Context: an optimization exercise on an open-source flow, tuned for small area. The choices shown serve that exercise and are no tape-out recipe.
In this exercise RTL edits were held to simulation tests only and were not proved equivalent to the original.
Power figures rest on the tool's default switching activity, not on a simulated workload.

`flow/run.sh`:
```
#!/bin/bash
# synth_recipe.tcl (not shown) runs the flow's synth.tcl, then flattens the netlist and writes it again
# the make line also repeats each setting of config.mk as NAME=value (left out here)
make -C /OpenROAD-flow-scripts/flow DESIGN_CONFIG=/design/flow/config.mk WORK_HOME=/design/flow/orfs CLKGATE_MAP_FILE= SYNTH_SCRIPT=/design/flow/synth_recipe.tcl finish
```
`flow/config.mk`:
```
export PLATFORM = sky130hd
export DESIGN_NAME = top
export DESIGN_NICKNAME = top
export VERILOG_FILES = /design/flow/design.v
export SDC_FILE = /design/flow/constraint.sdc
export NUM_CORES = 4
export LEC_CHECK = 0
export CAP_MARGIN = 20
export CORE_MARGIN = 2
export CORE_UTILIZATION = 40
export PLACE_DENSITY = 0.6
export SLEW_MARGIN = 20
```
`flow/constraint.sdc`:
```
create_clock -name core_clock -period 10.0 [get_ports {clk}]
set_input_delay 2.0000 -clock core_clock [delete_from_list [all_inputs] [get_ports {clk}]]
set_output_delay 2.0000 -clock core_clock [all_outputs]
set_load 0.01 [all_outputs]
```
`flow/design.v`:
```
`timescale 1ns / 1ps
module clock_divider(
    input clk_in,         
    input resetn,
    output reg clk_out    
);
    reg [1:0] count;
    always @(posedge clk_in) begin
        if (!resetn) begin
            count <= 0;
            clk_out <= 0;
        end else begin
            count <= count + 1;
            clk_out <= (count == 0);
        end
    end
endmodule
`timescale 1ns / 1ps
module vga_sync(
    input clk,              
    input ce,               
    input resetn,
    output hsync,       
    output vsync,       
    output active,      
    output reg [9:0] x,     
    output reg [9:0] y      
);
    parameter H_ACTIVE = 640;    
    parameter H_FRONT_PORCH = 16;    
    parameter H_SYNC_PULSE = 96;     
    parameter H_BACK_PORCH = 48;     
    parameter H_TOTAL_TIME = H_ACTIVE + H_FRONT_PORCH + H_SYNC_PULSE + H_BACK_PORCH;
    parameter V_ACTIVE = 480;    
    parameter V_FRONT_PORCH = 10;    
    parameter V_SYNC_PULSE = 2;      
    parameter V_BACK_PORCH = 33;     
    parameter V_TOTAL_TIME = V_ACTIVE + V_FRONT_PORCH + V_SYNC_PULSE + V_BACK_PORCH;
    always @(posedge clk) begin
        if (!resetn) begin
            x <= 0;
            y <= 0;
        end else if (ce) begin
            if (x < H_TOTAL_TIME - 1)
                x <= x + 1;
            else begin
                x <= 0;
                if (y < V_TOTAL_TIME - 1)
                    y <= y + 1;
                else
                    y <= 0;
            end
        end
    end
    assign hsync = ~((x >= (H_ACTIVE + H_FRONT_PORCH)) && (x < (H_ACTIVE + H_FRONT_PORCH + H_SYNC_PULSE)));
    assign vsync = ~((y >= (V_ACTIVE + V_FRONT_PORCH)) && (y < (V_ACTIVE + V_FRONT_PORCH + V_SYNC_PULSE)));
    assign active = (x < H_ACTIVE) && (y < V_ACTIVE);
endmodule
`timescale 1ns / 1ps
module vga_bw#(
    parameter GAME_WIDTH = 640,
    parameter GAME_HEIGHT = 480,
    parameter PADDLE_WIDTH = 10,
    parameter PADDLE_HEIGHT = 50,
    parameter BALL_SIZE = 10,
    parameter GAME_UPDATE_DELAY = 4166667,  
    parameter PADDLE_DISTANCE_FROM_EDGE = 100,
    parameter BORDER_WIDTH = 1
)(
    input clk,           
    input resetn,
    output hsync,    
    output vsync,    
    output [3:0] vga_r,  
    output [3:0] vga_g,  
    output [3:0] vga_b,   
    input [9:0] ball_x,
    input [9:0] ball_y,
    input [9:0] paddle1_x,
    input [9:0] paddle1_y,
    input [9:0] paddle2_x,
    input [9:0] paddle2_y,
    input [9:0] paddle1_height,
    input [9:0] paddle2_height,
    input [9:0] powerup_paddle_x,
    input [9:0] powerup_paddle_y,
    input powerup_paddle_spawn,
    input startgame,
    input gameover,
    output reg [1:0] game_state
);
    wire active;
    wire [9:0] x, y;
    wire [9:0] hcount, vcount;
    wire clk_25MHz;
    localparam TITLE_SCREEN = 2'b00;
    localparam GAMEPLAY = 2'b01;
    localparam GAMEOVER = 2'b10;
    clock_divider clkdiv(.clk_in(clk), .resetn(resetn), .clk_out(clk_25MHz));
    vga_sync vga(.clk(clk), .ce(clk_25MHz), .resetn(resetn), .hsync(hsync), .vsync(vsync), .active(active), .x(hcount), .y(vcount));
    assign x = hcount;
    assign y = vcount;
    wire [9:0] vball_x = ball_x;
    wire [9:0] vball_y = ball_y;
    wire [9:0] vpaddle1_x = paddle1_x;
    wire [9:0] vpaddle1_y = paddle1_y;
    wire [9:0] vpaddle2_x = paddle2_x;
    wire [9:0] vpaddle2_y = paddle2_y;
    wire border_left = (x == 0) || (x == 2);
    wire border_right = (x == GAME_WIDTH - 1) || (x == GAME_WIDTH - 3);
    wire border_top = (y == 0) || (y == 2);
    wire border_bottom = (y == GAME_HEIGHT - 1) || (y == GAME_HEIGHT - 3);
    wire border = border_left || border_right || border_bottom || border_top;
    wire vball = (x >= vball_x) && (x < vball_x + BALL_SIZE) && (y >= vball_y) && (y < vball_y + BALL_SIZE);
    wire vpaddle1 = (x >= vpaddle1_x) && (x < vpaddle1_x + PADDLE_WIDTH) && (y >= vpaddle1_y) && (y < vpaddle1_y + paddle1_height);
    wire vpaddle2 = (x >= vpaddle2_x) && (x < vpaddle2_x + PADDLE_WIDTH) && (y >= vpaddle2_y) && (y < vpaddle2_y + paddle2_height);
    wire game_display = border || vball || vpaddle1 || vpaddle2;
    wire powerup_paddle = (x == powerup_paddle_x) && (y >= powerup_paddle_y) && (y <= powerup_paddle_y + 6) ||
                          (y == powerup_paddle_y) && (x >= powerup_paddle_x) && (x <= powerup_paddle_x + 6) || 
                          (x == powerup_paddle_x + 6) && (y >= powerup_paddle_y) && (y <= powerup_paddle_y + 6) ||
                          (y == powerup_paddle_y + 6) && (x >= powerup_paddle_x) && (x <= powerup_paddle_x + 6) ||
                          (x == powerup_paddle_x + 3) && (y >= powerup_paddle_y + 2) && (y <= powerup_paddle_y + 4) ||
                          (y == powerup_paddle_y + 3) && (x >= powerup_paddle_x + 2) && (x <= powerup_paddle_x + 4);
    wire game_display_and_powerup_paddle = game_display || powerup_paddle;
    wire letter_p = (x >= 130) && (x <= 140) && (y >= 100) && (y <= 220) ||
                    (x >= 141) && (x <= 175) && (y >= 100) && (y <= 110) ||
                    (x >= 166) && (x <= 210) && (y >= 111) && (y <= 121) ||
                    (x >= 200) && (x <= 210) && (y >= 122) && (y <= 165) ||
                    (x >= 141) && (x <= 199) && (y >= 155) && (y <= 165) ;
    wire letter_i = (x >= 240) && (x <= 250) && (y >= 100) && (y <= 220);
    wire letter_n = (x >= 280) && (x <= 290) && (y >= 100) && (y <= 220) ||
                    (x >= 291) && (x <= 310) && (y >= 105) && (y <= 115) ||
                    (x >= 300) && (x <= 310) && (y >= 116) && (y <= 138) ||
                    (x >= 311) && (x <= 330) && (y >= 128) && (y <= 138) ||
                    (x >= 320) && (x <= 330) && (y >= 139) && (y <= 164) ||
                    (x >= 331) && (x <= 345) && (y >= 154) && (y <= 164) ||
                    (x >= 335) && (x <= 345) && (y >= 165) && (y <= 190) ||
                    (x >= 346) && (x <= 360) && (y >= 180) && (y <= 190) ||
                    (x >= 350) && (x <= 360) && (y >= 191) && (y <= 210) ||
                    (x >= 361) && (x <= 379) && (y >= 200) && (y <= 210) ||
                    (x >= 380) && (x <= 390) && (y >= 100) && (y <= 220);
    wire letter_g = (x >= 420) && (x <= 500) && (y >= 100) && (y <= 110) ||
                    (x >= 420) && (x <= 430) && (y >= 111) && (y <= 220) ||
                    (x >= 431) && (x <= 500) && (y >= 210) && (y <= 220) ||
                    (x >= 490) && (x <= 500) && (y >= 165) && (y <= 209) ||
                    (x >= 460) && (x <= 489) && (y >= 165) && (y <= 175);
    wire title_display = border || letter_p || letter_i || letter_n || letter_g;
    wire letter_g_2 = (x >= 100) && (x <= 180) && (y >= 100) && (y <= 110) ||
                      (x >= 100) && (x <= 110) && (y >= 111) && (y <= 220) ||
                      (x >= 111) && (x <= 180) && (y >= 210) && (y <= 220) ||
                      (x >= 170) && (x <= 180) && (y >= 165) && (y <= 209) ||
                      (x >= 140) && (x <= 169) && (y >= 165) && (y <= 175);
    wire letter_a = (x >= 220) && (x <= 230) && (y >= 100) && (y <= 220) ||
                    (x >= 231) && (x <= 300) && (y >= 100) && (y <= 110) ||
                    (x >= 290) && (x <= 300) && (y >= 111) && (y <= 220) ||
                    (x >= 231) && (x <= 289) && (y >= 150) && (y <= 160);
    wire letter_m = (x >= 340) && (x <= 350) && (y >= 100) && (y <= 220) ||
                    (x >= 351) && (x <= 365) && (y >= 100) && (y <= 110) ||
                    (x >= 360) && (x <= 375) && (y >= 111) && (y <= 120) ||
                    (x >= 375) && (x <= 385) && (y >= 121) && (y <= 190) ||
                    (x >= 385) && (x <= 400) && (y >= 111) && (y <= 120) ||
                    (x >= 395) && (x <= 409) && (y >= 100) && (y <= 110) ||
                    (x >= 410) && (x <= 420) && (y >= 100) && (y <= 220);
    wire letter_e = (x >= 460) && (x <= 540) && (y >= 100) && (y <= 110) ||
                    (x >= 460) && (x <= 470) && (y >= 111) && (y <= 220) ||
                    (x >= 471) && (x <= 540) && (y >= 210) && (y <= 220) ||
                    (x >= 471) && (x <= 515) && (y >= 155) && (y <= 165);
    wire letter_o = (x >= 110) && (x <= 170) && (y >= 260) && (y <= 270) ||
                    (x >= 100) && (x <= 110) && (y >= 270) && (y <= 370) ||
                    (x >= 110) && (x <= 170) && (y >= 370) && (y <= 380) ||
                    (x >= 170) && (x <= 180) && (y >= 270) && (y <= 370);
    wire letter_v = (x >= 220) && (x <= 230) && (y >= 260) && (y <= 320) ||
                    (x >= 230) && (x <= 240) && (y >= 320) && (y <= 360) ||
                    (x >= 240) && (x <= 250) && (y >= 360) && (y <= 370) ||
                    (x >= 250) && (x <= 270) && (y >= 370) && (y <= 380) ||
                    (x >= 270) && (x <= 280) && (y >= 360) && (y <= 370) ||
                    (x >= 280) && (x <= 290) && (y >= 320) && (y <= 360) ||
                    (x >= 290) && (x <= 300) && (y >= 260) && (y <= 320);
    wire letter_e_2 = (x >= 340) && (x <= 420) && (y >= 260) && (y <= 270) ||
                      (x >= 340) && (x <= 350) && (y >= 271) && (y <= 380) ||
                      (x >= 351) && (x <= 420) && (y >= 370) && (y <= 380) ||
                      (x >= 351) && (x <= 395) && (y >= 315) && (y <= 325);
    wire letter_r = (x >= 460) && (x <= 470) && (y >= 260) && (y <= 380) ||
                    (x >= 471) && (x <= 530) && (y >= 260) && (y <= 270) ||
                    (x >= 530) && (x <= 540) && (y >= 270) && (y <= 320) ||
                    (x >= 471) && (x <= 530) && (y >= 320) && (y <= 330) ||
                    (x >= 510) && (x <= 520) && (y >= 330) && (y <= 345) ||
                    (x >= 520) && (x <= 530) && (y >= 345) && (y <= 360) ||
                    (x >= 530) && (x <= 540) && (y >= 360) && (y <= 380);
    wire over_display = border || letter_g_2 || letter_a || letter_m || letter_e || letter_o || letter_v || letter_e_2 || letter_r;
    always @(posedge clk) begin
        if (~resetn)
            game_state <= TITLE_SCREEN;
        else if (clk_25MHz) begin
            case (game_state)
                TITLE_SCREEN: if (startgame) game_state <= GAMEPLAY;
                GAMEPLAY: if (gameover) game_state <= GAMEOVER;
            endcase
        end
    end
    wire final_display = (game_state == TITLE_SCREEN) ? title_display :
                         (game_state == GAMEPLAY && powerup_paddle_spawn) ? game_display_and_powerup_paddle :
                         (game_state == GAMEPLAY && !powerup_paddle_spawn) ? game_display :
                         (game_state == GAMEOVER) ? over_display : 1'b0;
    reg video;
    always @(posedge clk) begin
        if (~resetn)
            video <= 1'b0;
        else if (clk_25MHz)
            video <= final_display && active;   
    end
    assign vga_r = video ? 4'b1111 : 4'b0000;
    assign vga_g = video ? 4'b1111 : 4'b0000;
    assign vga_b = video ? 4'b1111 : 4'b0000;
endmodule
`timescale 1ns / 1ps
module powerup_paddle #(
    parameter GAME_WIDTH = 640,
    parameter GAME_HEIGHT = 480,
    parameter PADDLE_WIDTH = 10,
    parameter DEFAULT_PADDLE_HEIGHT = 50,
    parameter BALL_SIZE = 5,
    parameter PADDLE_DISTANCE_FROM_EDGE = 100,
    parameter POWERUP_DURATION = 480,        
    parameter POWERUP_SIZE = 6              
)(
    input clk,
    input resetn,
    input update_game,
    input [9:0] ball_x,
    input [9:0] ball_y,
    input [9:0] ball_xspeed,
    output reg [9:0] paddle1_height,
    output reg [9:0] paddle2_height,
    output reg [9:0] powerup_x,
    output reg [9:0] powerup_y,
    output reg powerup_spawn             
);
    reg powerup_active;                      
    reg [9:0] powerup_timer;                 
    reg [31:0] powerup_delay;                      
    reg [15:0] lfsr;
    always @(posedge clk) begin
        if (!resetn) lfsr <= 16'hACE1;
        else lfsr <= {lfsr[14:0], lfsr[15] ^ lfsr[13] ^ lfsr[5] ^ lfsr[2] ^ lfsr[8]};
    end
    wire x_overlap = (ball_x + BALL_SIZE > powerup_x) && (ball_x < powerup_x + POWERUP_SIZE);
    wire y_overlap = (ball_y + BALL_SIZE > powerup_y) && (ball_y < powerup_y + POWERUP_SIZE);
    wire collision = x_overlap && y_overlap;
    always @(posedge clk) begin
        if (!resetn) begin
            powerup_active <= 0;
            powerup_timer <= 0;
            paddle1_height <= DEFAULT_PADDLE_HEIGHT;
            paddle2_height <= DEFAULT_PADDLE_HEIGHT;
            powerup_delay <= 240;  
            powerup_spawn <= 0;
        end
        else if (update_game) begin
            if (!powerup_active && !powerup_spawn) begin
                if (powerup_delay == 0) begin
                    powerup_x <= (lfsr[15:0] % (GAME_WIDTH - POWERUP_SIZE - PADDLE_DISTANCE_FROM_EDGE * 2 - 100)) + PADDLE_DISTANCE_FROM_EDGE;
                    powerup_y <= lfsr[15:0] % (GAME_HEIGHT - POWERUP_SIZE - 50); 
                    powerup_spawn <= 1;
                end 
                else begin
                    powerup_delay <= powerup_delay - 1;
                    paddle1_height <= DEFAULT_PADDLE_HEIGHT;
                    paddle2_height <= DEFAULT_PADDLE_HEIGHT;
                end
            end
            if (powerup_spawn && collision) begin
                powerup_active <= 1;
                powerup_spawn <= 0;
                powerup_timer <= 1;
                if (ball_xspeed[9] == 0) begin
                    paddle1_height <= DEFAULT_PADDLE_HEIGHT * 2;
                    paddle2_height <= DEFAULT_PADDLE_HEIGHT / 2;
                end
                else begin
                    paddle1_height <= DEFAULT_PADDLE_HEIGHT / 2;
                    paddle2_height <= DEFAULT_PADDLE_HEIGHT * 2;
                end
            end
            if (powerup_active) begin
                if (powerup_timer < POWERUP_DURATION) begin
                    powerup_timer <= powerup_timer + 1;
                end
                else begin
                    powerup_active <= 0;
                    powerup_timer <= 0;
                    paddle1_height <= DEFAULT_PADDLE_HEIGHT;
                    paddle2_height <= DEFAULT_PADDLE_HEIGHT;
                    powerup_delay <= 240 + (lfsr[8:0] % 240);  
                end
            end
        end
    end
endmodule
`timescale 1ns / 1ps
module pong #(
    parameter GAME_WIDTH = 640,
    parameter GAME_HEIGHT = 480,
    parameter PADDLE_WIDTH = 10,
    parameter PADDLE_HEIGHT = 50,
    parameter BALL_SIZE = 10,
    parameter GAME_UPDATE_DELAY = 3333333,  
    parameter PADDLE_DISTANCE_FROM_EDGE = 100,
    parameter GAME_BORDER = 2
)(
    input clk,
    input resetn,
    input [1:0] user_dir,
    input [1:0] user_dir2,
    input [1:0] game_state,
    output reg [9:0] paddle1_x,
    output reg [9:0] paddle1_y,
    output reg [9:0] paddle2_x,
    output reg [9:0] paddle2_y,
    output reg [9:0] ball_x,
    output reg [9:0] ball_y,
    output ball_x_dir,
    output wire [9:0] paddle1_height,
    output wire [9:0] paddle2_height,
    output wire [9:0] powerup_paddle_x,
    output wire [9:0] powerup_paddle_y,
    output wire powerup_paddle_spawn,
    output reg [9:0] score1,
    output reg [9:0] score2,
    output reg [1:0] player_won,
    output reg [31:0] update_game_counter,
    output reg update_game  
    );
    reg paddle1_ydir;
    reg paddle2_ydir;
    reg [9:0] ball_xspeed;  
    reg [9:0] ball_yspeed;  
    reg [9:0] paddle1_speed;
    reg [9:0] paddle2_speed;
    wire [9:0] ball_xspeed_abs;  
    assign ball_xspeed_abs = (ball_xspeed[9] == 1) ? (~ball_xspeed + 1) : ball_xspeed;
    assign ball_x_dir = ball_xspeed[9] ? 0 : 1;
    powerup_paddle #(
        .GAME_WIDTH(GAME_WIDTH),
        .GAME_HEIGHT(GAME_HEIGHT),
        .PADDLE_WIDTH(PADDLE_WIDTH),
        .DEFAULT_PADDLE_HEIGHT(PADDLE_HEIGHT),
        .BALL_SIZE(BALL_SIZE),
        .PADDLE_DISTANCE_FROM_EDGE(PADDLE_DISTANCE_FROM_EDGE),
        .POWERUP_DURATION(480)
    ) powerup_paddle (
        .clk(clk),
        .resetn(resetn),
        .update_game(update_game),
        .ball_x(ball_x),
        .ball_y(ball_y),
        .ball_xspeed(ball_xspeed),
        .paddle1_height(paddle1_height),
        .paddle2_height(paddle2_height),
        .powerup_x(powerup_paddle_x),
        .powerup_y(powerup_paddle_y),
        .powerup_spawn(powerup_paddle_spawn)
    );
    always@(posedge clk) begin
        if (!resetn) begin
            update_game_counter <= GAME_UPDATE_DELAY;
            update_game <= 0;
        end
        else if (game_state == 2'b01) begin
            if (update_game_counter == 0) begin
                update_game_counter <= GAME_UPDATE_DELAY;
                update_game <= 1;
            end
            else begin
                update_game_counter <= update_game_counter - 1;
                update_game <= 0;
            end
        end
    end
    always@(posedge clk) begin
        if (!resetn) begin
            player_won <= 2'b00;
        end
        else begin
            if (score1 == 7) begin
                player_won <= 2'b01;
            end
            else if (score2 == 7) begin
                player_won <= 2'b10;
            end
        end
    end
    always@(posedge clk) begin
        if (!resetn) begin
            paddle1_speed <= 3;
            paddle2_speed <= 3;
        end
    end
    always@(posedge clk) begin
        if (!resetn) begin
            ball_xspeed <= 4;
            ball_yspeed <= 1;
            ball_x <= GAME_WIDTH / 2;
            ball_y <= GAME_HEIGHT / 2;
            score1 <= 0;
            score2 <= 0;
        end
        else begin
            if (update_game) begin
                if (ball_x <= 0 + GAME_BORDER) begin
                    score2 <= score2 + 1;
                    ball_xspeed <= ball_xspeed * -1;
                    ball_x <= paddle1_x + PADDLE_WIDTH + 2*BALL_SIZE;  
                    ball_y <= GAME_HEIGHT / 2;
                    ball_yspeed <= (ball_y[0] ? 1 : -1);  
                end
                else if (ball_x + BALL_SIZE >= GAME_WIDTH - 1 - GAME_BORDER) begin
                    score1 <= score1 + 1;
                    ball_xspeed <= ball_xspeed * -1;
                    ball_x <= paddle2_x - BALL_SIZE - 2*BALL_SIZE;  
                    ball_y <= GAME_HEIGHT / 2;
                    ball_yspeed <= (ball_y[0] ? 1 : -1);  
                end
                else if ((ball_x < PADDLE_DISTANCE_FROM_EDGE + PADDLE_WIDTH)
                    && (ball_x >= PADDLE_DISTANCE_FROM_EDGE + PADDLE_WIDTH - ball_xspeed_abs)  
                    && (ball_y + BALL_SIZE >= paddle1_y)
                    && (ball_y < paddle1_y + paddle1_height)) begin
                        ball_xspeed <= ball_xspeed * -1;
                        ball_x <= ball_x - ball_xspeed;  
                        if (ball_y < paddle1_y - BALL_SIZE + (paddle1_height + BALL_SIZE)*1/8) begin
                            ball_yspeed <= -4;
                            ball_y <= ball_y - 4;
                        end
                        else if (ball_y < paddle1_y - BALL_SIZE + (paddle1_height + BALL_SIZE)*2/8) begin
                            ball_yspeed <= -3;
                            ball_y <= ball_y - 3;
                        end
                        else if (ball_y < paddle1_y - BALL_SIZE + (paddle1_height + BALL_SIZE)*3/8) begin
                            ball_yspeed <= -2;
                            ball_y <= ball_y - 2;
                        end
                        else if (ball_y < paddle1_y - BALL_SIZE + (paddle1_height + BALL_SIZE)*4/8) begin
                            ball_yspeed <= -1;
                            ball_y <= ball_y - 1;
                        end
                        else if (ball_y < paddle1_y - BALL_SIZE + (paddle1_height + BALL_SIZE)*5/8) begin
                            ball_yspeed <= 1;
                            ball_y <= ball_y + 1;
                        end
                        else if (ball_y < paddle1_y - BALL_SIZE + (paddle1_height + BALL_SIZE)*6/8) begin
                            ball_yspeed <= 2;
                            ball_y <= ball_y + 2;
                        end
                        else if (ball_y < paddle1_y - BALL_SIZE + (paddle1_height + BALL_SIZE)*7/8) begin
                            ball_yspeed <= 3;
                            ball_y <= ball_y + 3;
                        end
                        else if (ball_y < paddle1_y - BALL_SIZE + (paddle1_height + BALL_SIZE)*8/8) begin
                            ball_yspeed <= 4;
                            ball_y <= ball_y + 4;
                        end
                    end
                else if ((ball_x + BALL_SIZE >= GAME_WIDTH - 1 - (PADDLE_DISTANCE_FROM_EDGE + PADDLE_WIDTH))
                    && (ball_x + BALL_SIZE < GAME_WIDTH - 1 - (PADDLE_DISTANCE_FROM_EDGE + PADDLE_WIDTH) + ball_xspeed)
                    && (ball_y + BALL_SIZE >= paddle2_y)
                    && (ball_y < paddle2_y + paddle2_height)) begin
                        ball_xspeed <= ball_xspeed * -1;
                        ball_x <= ball_x - ball_xspeed;  
                        if (ball_y < paddle2_y - BALL_SIZE + (paddle2_height + BALL_SIZE)*1/8) begin
                            ball_yspeed <= -4;
                            ball_y <= ball_y - 4;
                        end
                        else if (ball_y < paddle2_y - BALL_SIZE + (paddle2_height + BALL_SIZE)*2/8) begin
                            ball_yspeed <= -3;
                            ball_y <= ball_y - 3;
                        end
                        else if (ball_y < paddle2_y - BALL_SIZE + (paddle2_height + BALL_SIZE)*3/8) begin
                            ball_yspeed <= -2;
                            ball_y <= ball_y - 2;
                        end
                        else if (ball_y < paddle2_y - BALL_SIZE + (paddle2_height + BALL_SIZE)*4/8) begin
                            ball_yspeed <= -1;
                            ball_y <= ball_y - 1;
                        end
                        else if (ball_y < paddle2_y - BALL_SIZE + (paddle2_height + BALL_SIZE)*5/8) begin
                            ball_yspeed <= 1;
                            ball_y <= ball_y + 1;
                        end
                        else if (ball_y < paddle2_y - BALL_SIZE + (paddle2_height + BALL_SIZE)*6/8) begin
                            ball_yspeed <= 2;
                            ball_y <= ball_y + 2;
                        end
                        else if (ball_y < paddle2_y - BALL_SIZE + (paddle2_height + BALL_SIZE)*7/8) begin
                            ball_yspeed <= 3;
                            ball_y <= ball_y + 3;
                        end
                        else if (ball_y < paddle2_y - BALL_SIZE + (paddle2_height + BALL_SIZE)*8/8) begin
                            ball_yspeed <= 4;
                            ball_y <= ball_y + 4;
                        end
                    end
                else begin
                    ball_x <= ball_x + ball_xspeed;
                    if (ball_y + BALL_SIZE >= GAME_HEIGHT - 1 - GAME_BORDER || ball_y <= 0 + GAME_BORDER) begin
                        ball_yspeed <= ball_yspeed * -1;
                        ball_y <= ball_y - ball_yspeed;
                    end else begin
                        ball_y <= ball_y + ball_yspeed;
                    end
                end              
            end
        end
    end
    always@(posedge clk) begin
        if (!resetn) begin
            paddle1_x <= PADDLE_DISTANCE_FROM_EDGE;
            paddle2_x <= GAME_WIDTH - PADDLE_DISTANCE_FROM_EDGE - PADDLE_WIDTH;
            paddle1_y <= GAME_HEIGHT / 2;
            paddle2_y <= GAME_HEIGHT / 2;
        end
        else begin
            if (update_game) begin
                if (user_dir == 2'b10) begin  
                    if (paddle1_y > 0) begin
                        paddle1_y <= paddle1_y - paddle1_speed;
                    end
                end
                if (user_dir == 2'b01) begin  
                    if (paddle1_y + paddle1_height < GAME_HEIGHT - 1) begin
                        paddle1_y <= paddle1_y + paddle1_speed;
                    end
                end
                if (user_dir2 == 2'b10) begin  
                    if (paddle2_y > 0) begin
                        paddle2_y <= paddle2_y - paddle2_speed;
                    end
                end
                if (user_dir2 == 2'b01) begin  
                    if (paddle2_y + paddle2_height < GAME_HEIGHT - 1) begin
                        paddle2_y <= paddle2_y + paddle2_speed;
                    end
                end
            end
        end
    end
endmodule
`timescale 1ns / 1ps
module top #(
    parameter GAME_WIDTH = 640,
    parameter GAME_HEIGHT = 480,
    parameter PADDLE_WIDTH = 10,
    parameter PADDLE_HEIGHT = 50,
    parameter BALL_SIZE = 10,
    parameter GAME_UPDATE_DELAY = 2000,  
    parameter PADDLE_DISTANCE_FROM_EDGE = 100
    )(
    input clk,           
    input resetn,
    input [1:0] user_dir,
    input [1:0] user_dir2,
    output hsync,    
    output vsync,    
    output [3:0] vga_r,  
    output [3:0] vga_g,  
    output [3:0] vga_b,   
    output [9:0] score1,
    output [9:0] score2,
    input startgame,
    input gameover,
    output powerup_paddle_spawn,
    output [1:0] game_state,
    output ball_x_dir
    );
    wire [9:0] paddle1_x, paddle1_y;
    wire [9:0] paddle2_x, paddle2_y;
    wire [9:0] ball_x, ball_y;
    wire [9:0] paddle1_height, paddle2_height;
    wire [9:0] powerup_paddle_x, powerup_paddle_y;
    wire [31:0] update_game_counter;
    wire update_game;
    wire [1:0] player_won;
    wire show_gameover_screen = gameover || (player_won != 0);
    vga_bw #(
        .GAME_WIDTH(GAME_WIDTH),
        .GAME_HEIGHT(GAME_HEIGHT),
        .PADDLE_WIDTH(PADDLE_WIDTH),
        .PADDLE_HEIGHT(PADDLE_HEIGHT),
        .BALL_SIZE(BALL_SIZE),
        .GAME_UPDATE_DELAY(GAME_UPDATE_DELAY),
        .PADDLE_DISTANCE_FROM_EDGE(PADDLE_DISTANCE_FROM_EDGE)
    ) vga_instance (
        .clk(clk),
        .resetn(resetn),
        .hsync(hsync),
        .vsync(vsync),
        .vga_r(vga_r),
        .vga_g(vga_g),
        .vga_b(vga_b),
        .ball_x(ball_x),
        .ball_y(ball_y),
        .paddle1_x(paddle1_x),
        .paddle1_y(paddle1_y),
        .paddle2_x(paddle2_x),
        .paddle2_y(paddle2_y),
        .paddle1_height(paddle1_height),
        .paddle2_height(paddle2_height),
        .powerup_paddle_x(powerup_paddle_x),
        .powerup_paddle_y(powerup_paddle_y),
        .powerup_paddle_spawn(powerup_paddle_spawn),
        .startgame(startgame),
        .gameover(show_gameover_screen),
        .game_state(game_state)
    );
    pong #(
        .GAME_WIDTH(GAME_WIDTH),
        .GAME_HEIGHT(GAME_HEIGHT),
        .PADDLE_WIDTH(PADDLE_WIDTH),
        .PADDLE_HEIGHT(PADDLE_HEIGHT),
        .BALL_SIZE(BALL_SIZE),
        .GAME_UPDATE_DELAY(GAME_UPDATE_DELAY),
        .PADDLE_DISTANCE_FROM_EDGE(PADDLE_DISTANCE_FROM_EDGE)
    ) pong_instance (
        .clk(clk),
        .resetn(resetn),
        .user_dir(user_dir),
        .user_dir2(user_dir2),
        .paddle1_x(paddle1_x),
        .paddle1_y(paddle1_y),
        .paddle2_x(paddle2_x),
        .paddle2_y(paddle2_y),
        .ball_x(ball_x),
        .ball_y(ball_y),
        .ball_x_dir(ball_x_dir),
        .paddle1_height(paddle1_height),
        .paddle2_height(paddle2_height),
        .powerup_paddle_x(powerup_paddle_x),
        .powerup_paddle_y(powerup_paddle_y),
        .powerup_paddle_spawn(powerup_paddle_spawn),
        .score1(score1),
        .score2(score2),
        .player_won(player_won),
        .update_game_counter(update_game_counter),
        .update_game(update_game),
        .game_state(game_state)
    );
endmodule
```
==> reports/metrics.yaml <==
nets: 6804
syn_nets: 6852
outcome: "finished clean"
setup.worst_path.end_class: "register"
finalNonFillerCells: 7392
synth_cells: 5929
setup_viol: 0
relSlewSlack_pct: 25.4
grt_pass1_vias: 40400
cpMaxStageDelayCell: "or4b_4"
arrival_ns: 9.61
die_area_mm2: 0.115
gp_congestion: 0.995
wl_um: 135000
rows: 122
antenna_cells: 0
critPathRequiredTime_ns: 10.36
grt_pass1_wl_um: 219000
vias: 42400
ant_nets: 0
coreArea_mm2: 0.111
grt_max_degree: 92
synth-seq-cells: 236
grt_overflow: 0
tritoncts: "yes"
die_x_um: 339
clk_latency_ns: 0.63
cts_hold_buffers: 0
ys.warnings.count: 5
route.detailed.drc: 0
clkTransAtPathRegs_ns: 0.06
area_delta_synth_final_pct: 7.33
critPathKind: "reg -> reg"
fin_crit_ns: 9.25
synth_cell_types: 121
layout-drive-gt1-share_pct: 4.64
antenna_found_initial: 3
cts_setup_buffers: 0
grt_util_all_layers_pct: 22.8
fin_tns_setup_ns: 0
cts-htree-levels: 1
via_per_inst: 5.74
power_density_mw_per_mm2: 109
timing.final.crit_share_pct: 92.5
tightest_slew_ns: 1.12
die-height_um: 339
synth-async-reset-ratio_pct: 0
num_io_pins: 46
drt_iter0_drc: 3494
start_util_pct: 40.5
rsz0062_at_grt: "no"
path_common_cell: "nand2b_1"
synthFlopType: "dfxtp_1"
fin_hold_ws_ns: 0.420
finClkSkew_ns: 0.0303
hold_path.class: "reg -> reg"
syn_area_mm2: 0.0449
port_buffers: 45
cp_slowest_stage_delay_ns: 0.58
clock_path_buffers: 3
place_hpwl_um: 102000
maxCapViolations: 0
max_freq_mhz: 108
yosysSeqAreaShare_pct: 10.9
vdd_drop_max_mv: 0.234
critPathMaxFanout: 9
slew_violations: 0
drt_first_pass_iters: 6
cts_buffers: 31
startpoint_type: "register"
synth_edf_count: 19
cts_root_buf: "clkbuf_16"
wl_per_cell_um: 18.3
final_util_pct: 43.4
placed_cells: 7336
cts.sinks: 236
hold_violations: 0
p_leak_uw: 0.0212
synth.avg_cell_area_um2: 7.58
[sequential cells by signal, summed over array words and instances (netlist names), 2 cells and up]
| name | cells |
|---|---|
| pong_instance.ball_x | 9 |
| pong_instance.ball_xspeed | 7 |
| pong_instance.ball_y | 10 |
| pong_instance.ball_yspeed | 10 |
| pong_instance.paddle1_y | 10 |
| pong_instance.paddle2_y | 10 |
| pong_instance.player_won | 2 |
| pong_instance.powerup_paddle.lfsr | 16 |
| pong_instance.powerup_paddle.paddle1_height | 10 |
| pong_instance.powerup_paddle.paddle2_height | 10 |
| pong_instance.powerup_paddle.powerup_delay | 32 |
| pong_instance.powerup_paddle.powerup_timer | 10 |
| pong_instance.powerup_paddle.powerup_x | 10 |
| pong_instance.powerup_paddle.powerup_y | 9 |
| pong_instance.score1 | 10 |
| pong_instance.score2 | 10 |
| pong_instance.update_game_counter | 32 |
| vga_instance.clkdiv.count | 2 |
| vga_instance.game_state | 2 |
| vga_instance.vga.x | 10 |
| vga_instance.vga.y | 10 |
[cells in the mapped netlist (136+ instances only)]
| cell type | number | area (um^2) |
|---|---|---|
| xnor2_1 | 414 | 3630 |
| dfxtp_1 | 217 | 4340 |
| inv_1 | 386 | 1450 |
| nor2b_1 | 159 | 995 |
| ha_1 | 855 | 10700 |
| nand2_1 | 400 | 1500 |
| a21oi_1 | 552 | 2760 |
| clkbuf_1 | 164 | 616 |
| nor3_1 | 136 | 681 |
| nand2b_1 | 189 | 1180 |
| o21ai_0 | 405 | 2030 |
| nor2_1 | 400 | 1500 |
[power breakdown]
part | switching, uW | internal (uW) | total [uW]
Combinational | 1690 | 1220 | 2910
Sequential | 18.4 | 1080 | 1100
Clock | 501 | 730 | 1230
Total | 2210 | 3030 | 5240
[what timing repair did]
item                       4_1_cts  5_1_grt
hold endpoints to repair         0        0
resized for setup                0        4
setup endpoints to repair        0        4
[metrics by stage]
step                setup slack [ns]  area (um^2)  total power [uW]
finish                         0.750        48200              5240
global route                  0.0878        48200              5660
CTS                            0.721        48200              5250
detailed placement             0.754        47100              3990
global placement               0.925        47100              3970
floorplan                       1.74        44900              3500
[cell type report]
cell class              count  area [um^2]
multi-input cells        5070        37700
inverters                 397         1490
clock buffers              44          905
flip-flops and latches    236         4920
fillers                 11300        62800
repair buffers            145         1200
well taps                1488         1860
clock inverters            12          179
[kinds of logic (layout without fill, tap and decap cells)]
| logic type | after synthesis | after routing | share of synthesized area, % |
|---|---|---|---|
| fa+ha+maj | 926 | 926 | 26.7 |
| mux | 45 | 45 | 1.04 |
| compound gates | 1721 | 1721 | 24.4 |
| buf+inv | 623 | 598 | 5.43 |
| flops | 236 | 236 | 10.9 |
| xor+xnor | 531 | 531 | 10.4 |
| simple gates | 1847 | 1847 | 21.1 |
[worst max-delay path, delay by kind of cell (launching register included)]
kind / cells / cell delay, ns
compound gates: 14 / 4.47
xor+xnor: 2 / 0.31
fa+ha+maj: 2 / 0.71
flops: 1 / 0.31
simple gates: 6 / 1.98
buf+inv: 1 / 0.04
mux: 3 / 1.15
[per-layer routing]
layer / vias up / global-route usage (%) / share of wire [%]
met2: 1164 / 37.1 / 44
li1: 21300 / - / -
met4: 0 / 5.66 / 2.6
met1: 19800 / 31.9 / 48
met3: 209 / 2.85 / 5.6
met5: - / 0 / 0
[worst paths after layout]
check / startpoint / endpoint / slack (ns) / depth (start not counted)
worst min register to register: vga_instance.clkdiv.count[0] / vga_instance.clkdiv.count[0] / 0.42 / 1
worst max register to register: pong_instance.powerup_paddle.lfsr[8] / pong_instance.powerup_paddle.powerup_x[9] / 0.75 / 28
worst min-delay path: vga_instance.clkdiv.count[0] / vga_instance.clkdiv.count[0] / 0.42 / 1
worst max-delay path: pong_instance.powerup_paddle.lfsr[8] / pong_instance.powerup_paddle.powerup_x[9] / 0.75 / 28
[layout by cell type (no fill, tap or decap), types with 44 or more instances in the layout]
cell type,Yosys,routed
a21o_1,99,99
xnor2_1,414,413
nor2_1,400,399
a21oi_1,552,552
a31oi_1,62,62
and2_1,91,91
nand2b_1,189,189
buf_4,18,101
a21boi_0,54,54
nor2b_1,159,158
dfxtp_1,217,211
o21bai_1,119,119
and3_1,61,61
nor3_1,136,136
inv_1,386,384
nand3_1,110,110
xor2_1,115,115
nor4_1,59,56
fa_1,60,60
clkdlybuf4s50_1,0,44
o21ai_0,405,405
nand2_1,400,400
ha_1,855,855
nand4_1,72,72
or3_1,49,49

## separate check: timing with driven ports
In the flow no input, the clock included, has a driving cell. The finished layout below was timed again as built, in two steps. Step 1, drivers: a clkbuf_16 drives clk and a buf_2 each remaining input, both assumed. Step 2 times the ports against the registers' clock, not the clock port: input delays grow and output delays shrink by t, the midpoint of the rising clock arrivals with the driver on. Slacks: no drivers / after step 1 / after step 2; pairs: no drivers / after step 1.
t (ns): 0.677
setup slack, ns: 0.750 / 0.750 / 0.750
clock arrival spread, ns: 0.032 / 0.032
After both steps this run still meets setup and hold. For this run, drivers alone change the setup slack by 0.000 ns; drivers and shift together by 0.000 ns.
